This is an optimization exercise on Yosys and OpenROAD, whose aim is small area, not a production implementation. The RTL was checked by simulation tests, not by an equivalence proof against the original design. No activity file was given, so power comes from the tool's default toggle rates.

<file path="flow/run.sh">
#!/bin/bash
# synth_recipe.tcl (not shown) runs the flow's synth.tcl, then flattens the netlist and writes it again
# the make line also repeats each setting of config.mk as NAME=value (left out here)
make -C /OpenROAD-flow-scripts/flow DESIGN_CONFIG=/design/flow/config.mk WORK_HOME=/design/flow/orfs CLKGATE_MAP_FILE= SYNTH_SCRIPT=/design/flow/synth_recipe.tcl finish
</file>
<file path="flow/constraint.sdc">
create_clock -name core_clock -period 32.0 [get_ports {CLK}]
set_input_delay 6.4000 -clock core_clock [delete_from_list [all_inputs] [get_ports {CLK}]]
set_output_delay 6.4000 -clock core_clock [all_outputs]
set_load 0.01 [all_outputs]
</file>
<file path="flow/config.mk">
export PLATFORM = sky130hd
export DESIGN_NAME = UART_SYS
export DESIGN_NICKNAME = UART_SYS
export VERILOG_FILES = /design/flow/design.v
export SDC_FILE = /design/flow/constraint.sdc
export NUM_CORES = 4
export LEC_CHECK = 0
export CAP_MARGIN = 20
export CORE_MARGIN = 2
export CORE_UTILIZATION = 40
export SLEW_MARGIN = 20
</file>
<file path="flow/design.v">
module UART_SYS
(
 input   wire                          CLK,
 input   wire                          RST_N,
 input   wire                          UART_RX_IN,
 output  wire                          UART_TX_O,
 output  reg                           parity_error,
 output  reg                           framing_error
);
reg  [6:0]  pos;
wire        tick = &pos[3:0];
wire        wrap = &pos;
reg         clr;             
always @(posedge CLK or negedge RST_N)
  if (!RST_N) begin
    pos <= 7'd32;
    clr <= 1'b1;
  end else begin
    pos <= wrap ? 7'd32 : pos + 7'd1;
    if (wrap) clr <= 1'b0;
  end
reg        act;
reg  [3:0] ph, bc;
reg  [7:0] rxd;
reg        rpar;
reg        rxv;
always @(posedge CLK or negedge RST_N)
  if (!RST_N) begin
    act <= 1'b0;
    rxv <= 1'b0;
    parity_error  <= 1'b0;
    framing_error <= 1'b0;
  end else begin
    rxv <= 1'b0;
    if (!act) begin
      if (!UART_RX_IN) act <= 1'b1;
    end else if (ph == 4'd15) begin
      if (bc == 4'd0 && UART_RX_IN) act <= 1'b0;
      if (bc == 4'd9) parity_error <= rpar ^ UART_RX_IN;
      if (bc == 4'd10) begin
        framing_error <= !UART_RX_IN;
        rxv <= UART_RX_IN & !parity_error;
        act <= 1'b0;
      end
    end
  end
always @(posedge CLK)
  if (!act) begin
    ph   <= 4'd1;
    bc   <= 4'd0;
    rpar <= 1'b0;
  end else begin
    ph <= ph + 4'd1;
    if (ph == 4'd15) bc <= bc + 4'd1;
    if (ph == 4'd15 && bc != 4'd0 && bc <= 4'd8) begin
      rxd  <= {UART_RX_IN, rxd[7:1]};
      rpar <= rpar ^ UART_RX_IN;
    end
  end
localparam [2:0] S_IDLE = 3'd0, S_AA1 = 3'd1, S_AA2 = 3'd2, S_BB1 = 3'd3,
                 S_CC1  = 3'd4, S_CC2 = 3'd5, S_FN  = 3'd6;
localparam [2:0] E_IDLE = 3'd0, E_WR = 3'd1, E_RD = 3'd2, E_ALU = 3'd3,
                 E_STEP = 3'd4;
reg  [2:0]  ps;
reg  [2:0]  es;
reg  [3:0]  arg;
reg  [7:0]  ra, rb;           
reg  [15:0] P;
reg  [2:0]  cnt;
reg         arm;
reg  [3:0]  tb;               
reg         req, two, hi, tpar;
reg  [95:0] ring;
wire [7:0]  H = P[15:8];
wire [7:0]  L = P[7:0];
wire        txdata = (tb >= 4'd2) && (tb <= 4'd9);
wire        pfree  = !req && !hi && !(tb != 4'd0 && tb <= 4'd9);
wire        ringst = (es == E_WR) || (es == E_RD && arg[3:2] != 2'b00);
wire        match  = (pos[6:3] == arg);
wire        xfer   = ringst && arm && match;
always @(posedge CLK or negedge RST_N)
  if (!RST_N) begin
    ps <= S_IDLE;
    ra <= 8'd0;
    rb <= 8'd0;
  end else if (rxv) begin
    case (ps)
      S_IDLE: ps <= (rxd == 8'hAA) ? S_AA1 :
                    (rxd == 8'hBB) ? S_BB1 :
                    (rxd == 8'hCC) ? S_CC1 :
                    (rxd == 8'hDD) ? S_FN  : S_IDLE;
      S_AA1:  ps <= S_AA2;
      S_AA2:  begin
                if (arg == 4'd0) ra <= rxd;
                if (arg == 4'd1) rb <= rxd;
                ps <= S_IDLE;
              end
      S_CC1:  begin ra <= rxd; ps <= S_CC2; end
      S_CC2:  begin rb <= rxd; ps <= S_FN;  end
      default: ps <= S_IDLE;
    endcase
  end
always @(posedge CLK)
  if (rxv && (ps == S_AA1 || ps == S_BB1 || ps == S_FN))
    arg <= rxd[3:0];
wire        mulst = (es == E_STEP) && !arg[0];
wire        divst = (es == E_STEP) &&  arg[0];
wire        subop = (arg != 4'd0);
wire [7:0]  ax = mulst ? H : divst ? {H[6:0], L[7]} : ra;
wire [7:0]  ay = mulst ? (L[0] ? ra : 8'd0) : (divst | subop) ? ~rb : rb;
wire        acin = divst | (subop && !mulst);
wire [8:0]  asum = {1'b0, ax} + {1'b0, ay} + {8'd0, acin};
wire [7:0]  s  = asum[7:0];
wire        co = asum[8];
wire        ge = H[7] | co;
wire        eq = (s == 8'd0);
reg  [15:0] res;
always @(*)
  case (arg)
    4'd0:  res = {7'd0, co, s};
    4'd1:  res = {{8{!co}}, s};
    4'd4:  res = {8'h00, ra & rb};
    4'd5:  res = {8'h00, ra | rb};
    4'd6:  res = {8'hFF, ~(ra & rb)};
    4'd7:  res = {8'hFF, ~(ra | rb)};
    4'd8:  res = {8'h00, ra ^ rb};
    4'd9:  res = {8'hFF, ~(ra ^ rb)};
    4'd10: res = {15'd0, eq};
    4'd11: res = {14'd0, co & !eq, 1'b0};
    4'd12: res = {14'd0, !co, !co};
    4'd13: res = {9'd0, ra[7:1]};
    4'd14: res = {7'd0, ra, 1'b0};
    default: res = 16'd0;
  endcase
reg  [7:0]  rdc;
always @(*)
  case (arg[1:0])
    2'd0: rdc = ra;
    2'd1: rdc = rb;
    2'd2: rdc = 8'h41;
    default: rdc = 8'h10;
  endcase
always @(posedge CLK or negedge RST_N)
  if (!RST_N) begin
    es  <= E_IDLE;
    arm <= 1'b0;
    req <= 1'b0;
  end else begin
    if (rxv && ps == S_AA2 && arg[3:2] != 2'b00) es <= E_WR;
    if (rxv && ps == S_BB1) es <= E_RD;
    if (rxv && ps == S_FN)  es <= E_ALU;
    arm <= ringst && pfree && (pos[2:0] == 3'd7 ? 1'b1 : arm);
    if (tick && (tb == 4'd0 || tb == 4'd11) && !hi) req <= 1'b0;
    case (es)
      E_WR: if (xfer && pos[2:0] == 3'd7) es <= E_IDLE;
      E_RD: if (pfree) begin
              if (arg[3:2] == 2'b00) begin
                req <= 1'b1;
                es  <= E_IDLE;
              end else if (xfer && pos[2:0] == 3'd7) begin
                req <= 1'b1;
                es  <= E_IDLE;
              end
            end
      E_ALU: if (pfree) begin
               if (arg[3:1] == 3'd1) es <= E_STEP;
               else begin
                 req <= 1'b1;
                 es  <= E_IDLE;
               end
             end
      E_STEP: if (cnt == 3'd7) begin
                req <= 1'b1;
                es  <= E_IDLE;
              end
      default: ;
    endcase
  end
always @(posedge CLK) begin
  if (es == E_STEP) cnt <= cnt + 3'd1;
  else              cnt <= 3'd0;
  if (rxv && ps == S_AA2) two <= 1'b0;
  if (rxv && ps == S_BB1) two <= 1'b0;
  if (rxv && ps == S_FN)  two <= 1'b1;
end
always @(posedge CLK) begin
  if (rxv && ps == S_AA2)
    P[7:0] <= rxd;
  else if (xfer)
    P[7:0] <= {ring[0], L[7:1]};
  else if (es == E_RD && pfree && arg[3:2] == 2'b00)
    P[7:0] <= rdc;
  else if (es == E_ALU && pfree) begin
    if (arg[3:1] == 3'd1) P <= {8'd0, arg[0] ? ra : rb};
    else                  P <= res;
  end else if (mulst)
    P <= {co, s, L[7:1]};
  else if (divst) begin
    if (cnt == 3'd7) begin
      P[15:8] <= 8'd0;
      P[7:0]  <= (rb == 8'd0) ? 8'd0 : {L[6:0], ge};
    end else begin
      P[15:8] <= ge ? s : ax;
      P[7:0]  <= {L[6:0], ge};
    end
  end else if (tick && txdata)
    P <= {1'b0, P[15:1]};
end
always @(posedge CLK)
  ring <= {clr ? 1'b0 : (xfer && es == E_WR) ? L[0] : ring[0], ring[95:1]};
always @(posedge CLK or negedge RST_N)
  if (!RST_N) begin
    tb <= 4'd0;
    hi <= 1'b0;
  end else if (tick) begin
    if (tb == 4'd0 || tb == 4'd11) begin
      if (hi) begin
        tb <= 4'd1;
        hi <= 1'b0;
      end else if (req) begin
        tb <= 4'd1;
        hi <= two;
      end else
        tb <= 4'd0;
    end else
      tb <= tb + 4'd1;
  end
always @(posedge CLK)
  if (tick) begin
    if (tb == 4'd1) tpar <= 1'b0;
    else if (txdata) tpar <= tpar ^ P[0];
  end
assign UART_TX_O = (tb == 4'd1) ? 1'b0 :
                   txdata       ? P[0] :
                   (tb == 4'd10) ? tpar : 1'b1;
endmodule
</file>
==> results.txt <==
clk latency of the worst-skew pair=430 ps; CTS buffer count=17; setup TNS=0 ps; number of setup buffers added after CTS=0; share of post-route cells with drive strength above 1=7.95%; Synth Instances=832; row count=52; I/O pin total=6; port bufs=5; GPL Wtd Cong=0.908; Tcrit/Tclk final=28.1%; minimum clock period=8990 ps; core box area=0.0203 mm2; Required @ worst endpoint=25600 ps; First-pass DRT Iterations=5; via count=6248; top fanout value on the critical path=6; outcome=no timing/DRC/antenna violations; Power Dens Cells=51.5 mW/mm2; reg2reg setup slack=27410 ps; total grt overflow=0; area leader, netlist=dfxtp_1; RSZ-0062 raised after global routing=false; Area contributors post-synth=dfxtp_1 26%, dfrtp_1 12%, edfxtp_1 10%, ha_1 5.4%, o21ai_0 3.4%; Detailed Route WL=20.0 mm; maximum vdd ir drop=0.0000549 V; Setup WS post-layout=23010 ps; Yosys reg bits=179; DR iter-0 viols=490; synth-to-layout area growth=10.1%; Synthesized Nets=872; most numerous cell in the Yosys netlist=dfxtp_1; register area share after synthesis=49.1%; CTS tree=yes; DRC Markers=0; final setup violation count=0; CTS clock-pin slew for the worst setup and hold paths=80 ps; CP Capture Type=output port; fin. max-slew vios=0; CP arrival=2590 ps; asr flop ratio synth=22.9%; post-cts gate resize count=0; largest net degree at the start of global routing=46; Synth Area per Inst=9.99 um2; Setup Skew=10.2 ps; Hold Vio Cnt, Final=0; top cells by count, synth=109 x dfxtp_1, 66 x nand2_1, 57 x o21ai_0, 49 x nor2_1, 39 x dfrtp_1; leakage=3.55 nW; post-route ant nets=0; Slew headroom=34.8%; initial antenna violation count=0; Hold Slack=319 ps; yosys warns=1; mean routed wirelength per cell=18.2 um; Crit Path Class=reg -> out; Nets=857; Synth cell types=84; vias per cell=5.68; htree depth=4; Post-Syn Area=0.00831 mm2; Fmax=111 MHz; Die Area=0.0220 mm2; clk sinks=179; global-route usage over all layers=18.8%; Longest Clk Path Bufs=2; ys flop type=dfxtp_1; first-pass GRT wire length=32.2 mm; max capacitance violation total=0; Die Ht=148 um; Post-Route Utilization=45.1%; CTS root buf=clkbuf_16; startpoint types=register; Detailed Place HPWL=13.8 mm; Initial Utilization=41.0%; Setup WS pre-CTS=23450 ps; Hold Path Class=reg -> reg; Worst Tran Pin Value=978 ps; Post-CTS Hold Fix Bufs=0; Synth top area share=26.2%; die span in x=148 um; Post-synth EDFFs=29; Antenna Cells=0; vias in the first global route=5856
layout make-up:
class	count	area, um2
timing repair buffer	15	123
tap	270	338
sequential	179	4080
multi-input combinational	569	3870
inverter	35	131
clock buffer	20	478
clock inverter	12	133
fill	1954	11100
power breakdown:
part | leakage, nW | internal, W | switching (W) | total, W
logic | 1.61 | 0.0000104 | 0.00000925 | 0.0000196
clock network | 0.303 | 0.000113 | 0.0000962 | 0.000209
registers | 1.63 | 0.000236 | 0.00000674 | 0.000242
total | 3.55 | 0.000359 | 0.000112 | 0.000471
metal layers:
layer	vias up	GRT usage [%]	share of wire, %
li1	2985	-	-
met1	3020	27.4	47
met2	210	27.7	44
met3	33	4.20	6.7
met4	0	5.95	2.1
met5	-	0	0
state kept, by name, summed over array words and instances (netlist names), 3 cells and up:
register and flops:
ps 3, ph 4, ra 8, ring 96, tb 4, rxd 8, cnt 3, pos 7
rb 8, P 16, es 3, arg 4, bc 4
worst max-delay path, cell delays in order, from the launching register on:
cell	delay, ps
dfrtp_1	430
inv_1	110
ha_1	210
or4_1	450
o21ai_0	160
nor2_1	80
a21oi_1	160
clkdlybuf4s50_1	560
stage by stage:
step                instances  power [W]  instance area, um2
detailed placement       1068   0.000267                8540
floorplan                 832   0.000261                8310
global placement         1068   0.000267                8540
CTS                      1100   0.000476                9150
global route             1100   0.000488                9160
finish                   1100   0.000471                9160
cell families (layout without fill, tap and decap cells):
group	after synthesis	after routing	synth area share (%)
fa+ha+maj	37	37	5.66
simple gates	260	260	16.2
flops	179	179	49.1
xor+xnor	42	42	4.43
buf+inv	84	82	4.33
mux	36	36	4.46
compound gates	194	194	15.9
final timing paths:
check	cells past startpoint	end	start
worst max-delay path	7	UART_TX_O	tb[0]$_DFFE_PN0P_
worst min-delay path	0	ring[55]$_DFF_P_	ring[56]$_DFF_P_
worst max register to register	13	P[1]$_DFFE_PP_	arg[3]$_DFFE_PP_
worst min register to register	0	ring[55]$_DFF_P_	ring[56]$_DFF_P_
max in group asynchronous	1	clr$_DFFE_PN1P_	RST_N
min in group asynchronous	1	ps[1]$_DFFE_PN0P_	RST_N
layout by cell type (no fill, tap or decap), types with 29 or more instances in the layout:
cell	netlist	final
o21ai_0	57	57
nand2_1	66	66
edfxtp_1	29	29
xnor2_1	32	32
nand3_1	36	36
dfxtp_1	109	109
ha_1	36	36
inv_1	33	33
nor2_1	49	49
dfrtp_1	39	39

==> re-timing with driven ports <==
The flow's constraints put no driver on any port. The routed layout listed below was extracted and timed again, unchanged, in two steps.
Step 1: set_driving_cell puts a clkbuf_16 on CLK and a buf_2 on each other input, an assumption about the parent block.
Step 2 adds t to the input delays and takes it off the output delays; t is the mean of the earliest and latest rising clock arrival at the registers after step 1. Input paths then give back, and output paths get back, about the clock's delay inside the block.
Slacks: ideal / step 1 / step 2; pairs: ideal / step 1.
t (ns): 0.468
slack for setup (ns): 23.007 / 22.966 / 23.434
worst hold slack (ns): 0.319 / 0.319 / 0.319
latest minus earliest clock arrival (ns): 0.013 / 0.012
After both steps setup and hold are still met in this run. The setup slack of this run moves by -0.041 ns with the drivers and by +0.427 ns with both steps.
